What follows belongs to an exercise in optimizing a design on an open flow for small area; a production flow would make more cautious choices.
Function was checked by simulation only, so behaviour that the tests miss may differ from the original.

== run 1 ==
// neural_compressor_top
module neural_compressor_top
(
    input  logic        clk,
    input  logic        rst_n,
    input  logic [DATA_WIDTH-1:0]   s_axis_tdata,
    input  logic                    s_axis_tvalid,
    output logic                    s_axis_tready,
    input  logic                    s_axis_tlast,
    output logic [DATA_WIDTH-1:0]   m_axis_tdata,
    output logic [1:0]              m_axis_tuser,   
    output logic                    m_axis_tvalid,
    input  logic                    m_axis_tready,
    output logic                    m_axis_tlast,
    input  logic [DATA_WIDTH-1:0]   cfg_threshold,
    input  logic                    cfg_enable,
    output neural_compressor_pkg::compress_stats_t         stats,
    output logic [15:0]             spike_count
);
Size: ~1,100 cells after synthesis, about 390 flip-flops, ~0.016 sq mm of cells after synthesis.
==> flow/config.mk <==
export PLATFORM = sky130hd
export DESIGN_NAME = neural_compressor_top
export DESIGN_NICKNAME = neural_compressor_top
export VERILOG_FILES = /design/flow/design.v
export SDC_FILE = /design/flow/constraint.sdc
export NUM_CORES = 8
export LEC_CHECK = 0
export CAP_MARGIN = 20
export CORE_MARGIN = 2
export CORE_UTILIZATION = 80
export SLEW_MARGIN = 20
export SYNTH_HIERARCHICAL = 1
export SYNTH_MINIMUM_KEEP_SIZE = 0
==> flow/constraint.sdc <==
create_clock -name core_clock -period 120.0 [get_ports {clk}]
set_input_delay 24.0000 -clock core_clock [delete_from_list [all_inputs] [get_ports {clk}]]
set_output_delay 24.0000 -clock core_clock [all_outputs]
set_load 0.01 [all_outputs]
standard.sh (not shown) runs the stock make flow with config.mk's settings and CLKGATE_MAP_FILE= SYNTH_SCRIPT=/design/flow/synth_recipe.tcl, a recipe that flattens the netlist after the stock synthesis.
==> flow/flow/run.sh <==
#!/bin/bash
# Layout flow: the standard ORFS flow (standard.sh: standard synthesis,
# floorplan, placement, CTS, routing), with two changes:
#  - the I/O port buffers are the smallest buffer cell;
#  - the clock tree uses large leaf clusters of clkbuf_16 (clkbuf_8 above
#    them) and no dummy loads.
# ORFS keeps each step's full log under orfs/logs/; make's own output, and the
# final DEF export's, goes to make_flow.log here.
set -euo pipefail
export BUFFER_PORTS_ARGS="-buffer_cell sky130_fd_sc_hd__buf_1"
export CTS_ARGS="-sink_clustering_enable -repair_clock_nets -buf_list sky130_fd_sc_hd__clkbuf_16 -root_buf sky130_fd_sc_hd__clkbuf_8 -tree_buf sky130_fd_sc_hd__clkbuf_8 -sink_clustering_size 26 -sink_clustering_max_diameter 85 -dont_use_dummy_load"
export RECOVER_POWER=100
bash standard.sh > make_flow.log 2>&1
Run 1 completed end to end; final checks failed (capacitance limit, slew limit).
Changes in run 2 relative to run 1:
--- a/flow/flow/run.sh
+++ b/flow/flow/run.sh
@@ -12 +11,0 @@
-export RECOVER_POWER=100
### Flow results
- Run 2 finished end to end and its layout was clean on timing, DRC and antenna.
- Diff run 2..run 1 | overall via count from detail_route | negligible
- Layout overhead on the synthesized area on run 2 is up relative to run 1.
- Per the comparison of run 2 with run 1, share of the clock period used by the worst path after layout lower; number of max-cap violations lower; sequential share of cell area lower.
The following lists how run 3 was set up differently from run 2:
--- a/flow/flow/run.sh
+++ b/flow/flow/run.sh
@@ -11,0 +12 @@
+export CTS_ARGS="-sink_clustering_enable -repair_clock_nets -buf_list sky130_fd_sc_hd__clkbuf_16 -root_buf sky130_fd_sc_hd__clkbuf_4 -tree_buf sky130_fd_sc_hd__clkbuf_8 -sink_clustering_size 28 -sink_clustering_max_diameter 90 -dont_use_dummy_load"
Run 3 closes out successfully: all stages finished, all timing, DRC and antenna checks passed.
Run 3 against run 2: worst path arrival time rose 0.08 ns, growth of design area from synthesis to finish down 0.25 points, worst-case reg-to-reg path depth shows no meaningful change, utilization shows a reduction of 0.20 points.
Of run 3 and run 2, the higher global-route usage belongs to run 2.
For the tightest slew margin relative to the limit, run 3 came in 1.3 points higher than run 2 did.
diff inputs: run 3 => run 4
# run 3
export LEC_CHECK = 0
export CAP_MARGIN = 20
export CORE_MARGIN = 2
export CORE_UTILIZATION = 80
export SLEW_MARGIN = 20
export SYNTH_HIERARCHICAL = 1
export SYNTH_MINIMUM_KEEP_SIZE = 0
create_clock -name core_clock -period 120.0 [get_ports {clk}]
# run 4
export LEC_CHECK = 0
export CAP_MARGIN = 20
export CORE_MARGIN = 2
export CORE_UTILIZATION = 84
export SLEW_MARGIN = 20
export SYNTH_HIERARCHICAL = 1
export SYNTH_MINIMUM_KEEP_SIZE = 0
create_clock -name core_clock -period 120.0 [get_ports {clk}]
--- a/flow/flow/run.sh
+++ b/flow/flow/run.sh
@@ -12 +11,0 @@
-export CTS_ARGS="-sink_clustering_enable -repair_clock_nets -buf_list sky130_fd_sc_hd__clkbuf_16 -root_buf sky130_fd_sc_hd__clkbuf_4 -tree_buf sky130_fd_sc_hd__clkbuf_8 -sink_clustering_size 28 -sink_clustering_max_diameter 90 -dont_use_dummy_load"
Results
- Changes observed in run 4 relative to run 3: remaining max-slew budget at the tightest pin decreased by 2.5 points relative to the old numbers; utilization grew by 4.3 points; part of the cycle the worst path needs saw an increase.
- Going from run 3 to run 4, wire length has increased; number of antenna violations at the first check in global routing lower.
- Run 3 has lower last weighted congestion value of the routability-driven placer than run 4.

========
neural_compressor_top again, from the RTL that the note above started with.
==> flow/design.v (excerpt) <==
module neural_compressor_top
(
    input  logic        clk,
    input  logic        rst_n,
    input  logic [DATA_WIDTH-1:0]   s_axis_tdata,
    input  logic                    s_axis_tvalid,
    output logic                    s_axis_tready,
    input  logic                    s_axis_tlast,
    output logic [DATA_WIDTH-1:0]   m_axis_tdata,
    output logic [1:0]              m_axis_tuser,   
    output logic                    m_axis_tvalid,
    input  logic                    m_axis_tready,
    output logic                    m_axis_tlast,
    input  logic [DATA_WIDTH-1:0]   cfg_threshold,
    input  logic                    cfg_enable,
    output neural_compressor_pkg::compress_stats_t         stats,
    output logic [15:0]             spike_count
);
    wire [31:0] data_in = s_axis_tdata;
    wire        valid_in = s_axis_tvalid & cfg_enable;
    logic       valid_out;   
    logic       taken;       
    logic [3:0] cnt;
  ...
export LEC_CHECK = 0
export CAP_MARGIN = 0
export CORE_MARGIN = 2
export CORE_UTILIZATION = 80
export SLEW_MARGIN = 0
export SYNTH_HIERARCHICAL = 1
export SYNTH_MINIMUM_KEEP_SIZE = 0
create_clock -name core_clock -period 120.0 [get_ports {clk}]
==> flow/flow/run.sh <==
#!/bin/bash
# Layout flow: the standard ORFS flow (standard.sh: standard synthesis,
# floorplan, placement, CTS, routing), with two changes:
#  - the I/O port buffers are the smallest buffer cell;
#  - the clock tree uses large leaf clusters of clkbuf_16 (clkbuf_8 and a
#    clkbuf_4 root above
#    them) and no dummy loads.
# ORFS keeps each step's full log under orfs/logs/; make's own output, and the
# final DEF export's, goes to make_flow.log here.
set -euo pipefail
export BUFFER_PORTS_ARGS="-buffer_cell sky130_fd_sc_hd__buf_1"
export CTS_ARGS="-sink_clustering_enable -repair_clock_nets -buf_list sky130_fd_sc_hd__clkbuf_16 -root_buf sky130_fd_sc_hd__clkbuf_4 -tree_buf sky130_fd_sc_hd__clkbuf_8 -sink_clustering_size 28 -sink_clustering_max_diameter 90 -dont_use_dummy_load"
bash standard.sh > make_flow.log 2>&1
Then changed:
Settings changed: CAP_MARGIN 0 to 20, SLEW_MARGIN 0 to 20.
What happened: The new run went through all stages and came out clean. Worst hold slack stays flat. Global-route usage is unchanged. Via count stays flat. Register-to-register slack gets worse by 0.02 ns.
Then changed:
Settings changed: GPL_ROUTABILITY_DRIVEN set to 0, GPL_TIMING_DRIVEN set to 0.
Cell area went up by about 2.3%.
Worst setup slack gets worse by 0.15 ns.
Area after synthesis does not change.
Cell count went up by 2.3%.
Wire length went up by 15%.
Count of clock-buffer cells in the layout is unchanged.
Utilization went up by 2.0 points.
Then changed:
==> flow/flow/run.sh (replaced) <==
#!/bin/bash
# Layout flow: the standard ORFS flow (standard.sh: standard synthesis,
# floorplan, placement, CTS, routing), with two changes:
#  - the I/O port buffers are the smallest buffer cell;
#  - the clock tree uses large leaf clusters of clkbuf_16 (clkbuf_8 above
#    them) and no dummy loads.
# ORFS keeps each step's full log under orfs/logs/; make's own output, and the
# final DEF export's, goes to make_flow.log here.
set -euo pipefail
export BUFFER_PORTS_ARGS="-buffer_cell sky130_fd_sc_hd__buf_1"
export CTS_ARGS="-sink_clustering_enable -repair_clock_nets -buf_list sky130_fd_sc_hd__clkbuf_16 -root_buf sky130_fd_sc_hd__clkbuf_8 -tree_buf sky130_fd_sc_hd__clkbuf_8 -sink_clustering_size 26 -sink_clustering_max_diameter 85 -dont_use_dummy_load"
export CTS_ARGS="-sink_clustering_enable -repair_clock_nets -buf_list sky130_fd_sc_hd__clkbuf_16 -root_buf sky130_fd_sc_hd__clkbuf_8 -tree_buf sky130_fd_sc_hd__clkbuf_8 -sink_clustering_size 30 -sink_clustering_max_diameter 90 -dont_use_dummy_load"
bash standard.sh > make_flow.log 2>&1
Settings changed: GPL_ROUTABILITY_DRIVEN 0 to not set, GPL_TIMING_DRIVEN 0 to not set.
The new run ran to the end with no violations. Die area is unchanged. Non-clock buffer count decreases by 35. Routed wire length decreases by 13%.

========
Another version of the RTL of neural_compressor_top (not shown whole).
Size: about 1100 cells after synthesis, about 390 flip-flops, about 160 I/O pins, roughly 0.016 mm² of cells after synthesis.
Settings: LEC_CHECK=0, CAP_MARGIN=0, CORE_MARGIN=2, CORE_UTILIZATION=80, SLEW_MARGIN=0, SYNTH_HIERARCHICAL=1, SYNTH_MINIMUM_KEEP_SIZE=0; clock period 120.0 ns.
==> flow/flow/run.sh <==
#!/bin/bash
# Layout flow: the standard ORFS flow (standard.sh: standard synthesis,
# floorplan, placement, CTS, routing), with two changes:
#  - the I/O port buffers are the smallest buffer cell;
#  - the clock tree uses large leaf clusters of clkbuf_16 (clkbuf_8 and a
#    clkbuf_4 root above them) and no dummy loads.
# ORFS keeps each step's full log under orfs/logs/; make's own output, and the
# final DEF export's, goes to make_flow.log here.
set -euo pipefail
export BUFFER_PORTS_ARGS="-buffer_cell sky130_fd_sc_hd__buf_1"
export CTS_ARGS="-sink_clustering_enable -repair_clock_nets -buf_list sky130_fd_sc_hd__clkbuf_16 -root_buf sky130_fd_sc_hd__clkbuf_4 -tree_buf sky130_fd_sc_hd__clkbuf_8 -sink_clustering_size 28 -sink_clustering_max_diameter 90 -dont_use_dummy_load"
export CTS_ARGS="-sink_clustering_enable -repair_clock_nets -buf_list sky130_fd_sc_hd__clkbuf_8 -root_buf sky130_fd_sc_hd__clkbuf_4 -tree_buf sky130_fd_sc_hd__clkbuf_4 -sink_clustering_size 18 -sink_clustering_max_diameter 70 -dont_use_dummy_load"
bash standard.sh > make_flow.log 2>&1
The baseline ran to the end with no violations.
Rerun with:
--- a/flow/flow/run.sh
+++ b/flow/flow/run.sh
@@ -11,3 +11,3 @@
 export CTS_ARGS="-sink_clustering_enable -repair_clock_nets -buf_list sky130_fd_sc_hd__clkbuf_16 -root_buf sky130_fd_sc_hd__clkbuf_4 -tree_buf sky130_fd_sc_hd__clkbuf_8 -sink_clustering_size 28 -sink_clustering_max_diameter 90 -dont_use_dummy_load"
-export CTS_ARGS="-sink_clustering_enable -repair_clock_nets -buf_list sky130_fd_sc_hd__clkbuf_8 -root_buf sky130_fd_sc_hd__clkbuf_4 -tree_buf sky130_fd_sc_hd__clkbuf_4 -sink_clustering_size 18 -sink_clustering_max_diameter 70 -dont_use_dummy_load"
+export CTS_ARGS="-sink_clustering_enable -repair_clock_nets -buf_list sky130_fd_sc_hd__clkbuf_16 -root_buf sky130_fd_sc_hd__clkbuf_4 -tree_buf sky130_fd_sc_hd__clkbuf_8 -sink_clustering_size 32 -sink_clustering_max_diameter 70 -dont_use_dummy_load"
 bash standard.sh > make_flow.log 2>&1
After rerunning:
- The new run produced a clean layout
- non-clock buffer count does not change
- worst hold slack improved by 0.020 ns
- fmax fell by 0.48%
- sequential share of layout area came out lower by 0.16 points
- routed wire length came out higher by 6.6%
- area after synthesis does not change
- setup slack is worse by 0.18 ns
- design area stays flat
Rerun with:
==> flow/run.sh (new file) <==
#!/bin/bash
# synth_recipe.tcl (not shown) runs the flow's synth.tcl, then flattens the netlist and writes it again
# the make line also repeats each setting of config.mk as NAME=value (left out here)
make -C /OpenROAD-flow-scripts/flow DESIGN_CONFIG=/design/flow/config.mk WORK_HOME=/design/flow/orfs CLKGATE_MAP_FILE= SYNTH_SCRIPT=/design/flow/synth_recipe.tcl finish
CTS_BUF_LIST = sky130_fd_sc_hd__clkbuf_16   (was default)
CTS_CLUSTER_DIAMETER = 70   (was default)
CTS_CLUSTER_SIZE = 20   (was default)
removed: flow/flow/run.sh
removed: flow/standard.sh
After rerunning: Wire length grows by a quarter to a third.

-- static timing again, ports no longer ideal --
In the flow no input, the clock included, has a driving cell. The finished layouts below were timed again as built, in two steps. Step 1 (the two cells are an assumption about what drives the block):
set clk [get_ports {clk}]
set_driving_cell -lib_cell sky130_fd_sc_hd__clkbuf_16 $clk
set_driving_cell -lib_cell sky130_fd_sc_hd__buf_2 [delete_from_list [all_inputs] $clk]
Step 2 adds t to the input delays and takes it off the output delays; t is the mean of the earliest and latest rising clock arrival at the registers after step 1. Input paths then give back, and output paths get back, about the clock's delay inside the block. Slacks: ideal ports / drivers / drivers and shift; pairs: ideal ports / drivers.
run	shift t [ns]	slack for setup (ns)	worst hold slack (ns)	clock arrival spread, ns	cell pins on the clock port's net
run 1	0.598	81.400 / 81.415 / 80.817	0.416 / 0.416 / 0.416	0.062 / 0.062	1
run 2	0.599	82.665 / 82.680 / 82.082	0.421 / 0.421 / 0.421	0.066 / 0.067	1
run 3	0.733	82.713 / 82.729 / 81.996	0.391 / 0.391 / 0.391	0.103 / 0.103	1
run 4	0.609	82.391 / 82.410 / 81.802	0.352 / 0.352 / 0.352	0.071 / 0.071	1
the first run of note 2	0.726	82.723 / 82.738 / 82.013	0.388 / 0.388 / 0.388	0.105 / 0.105	1
the second run of note 2	0.733	82.713 / 82.729 / 81.996	0.391 / 0.391 / 0.391	0.103 / 0.103	1
the third run of note 2	0.752	82.561 / 82.577 / 81.825	0.415 / 0.415 / 0.415	0.070 / 0.069	1
the fourth run of note 2	0.587	82.588 / 82.602 / 82.016	0.385 / 0.385 / 0.385	0.068 / 0.067	1
the first run of note 3	0.762	82.768 / 82.791 / 82.029	0.315 / 0.315 / 0.315	0.032 / 0.033	1
the second run of note 3	0.760	82.590 / 82.612 / 81.852	0.335 / 0.335 / 0.335	0.056 / 0.057	1
the third run of note 3	0.590	81.552 / 81.580 / 80.990	0.347 / 0.347 / 0.347	0.022 / 0.022	1
For the first run of note 3, which loses most, drivers alone change the setup slack by +0.023 ns; drivers and shift together by -0.739 ns.
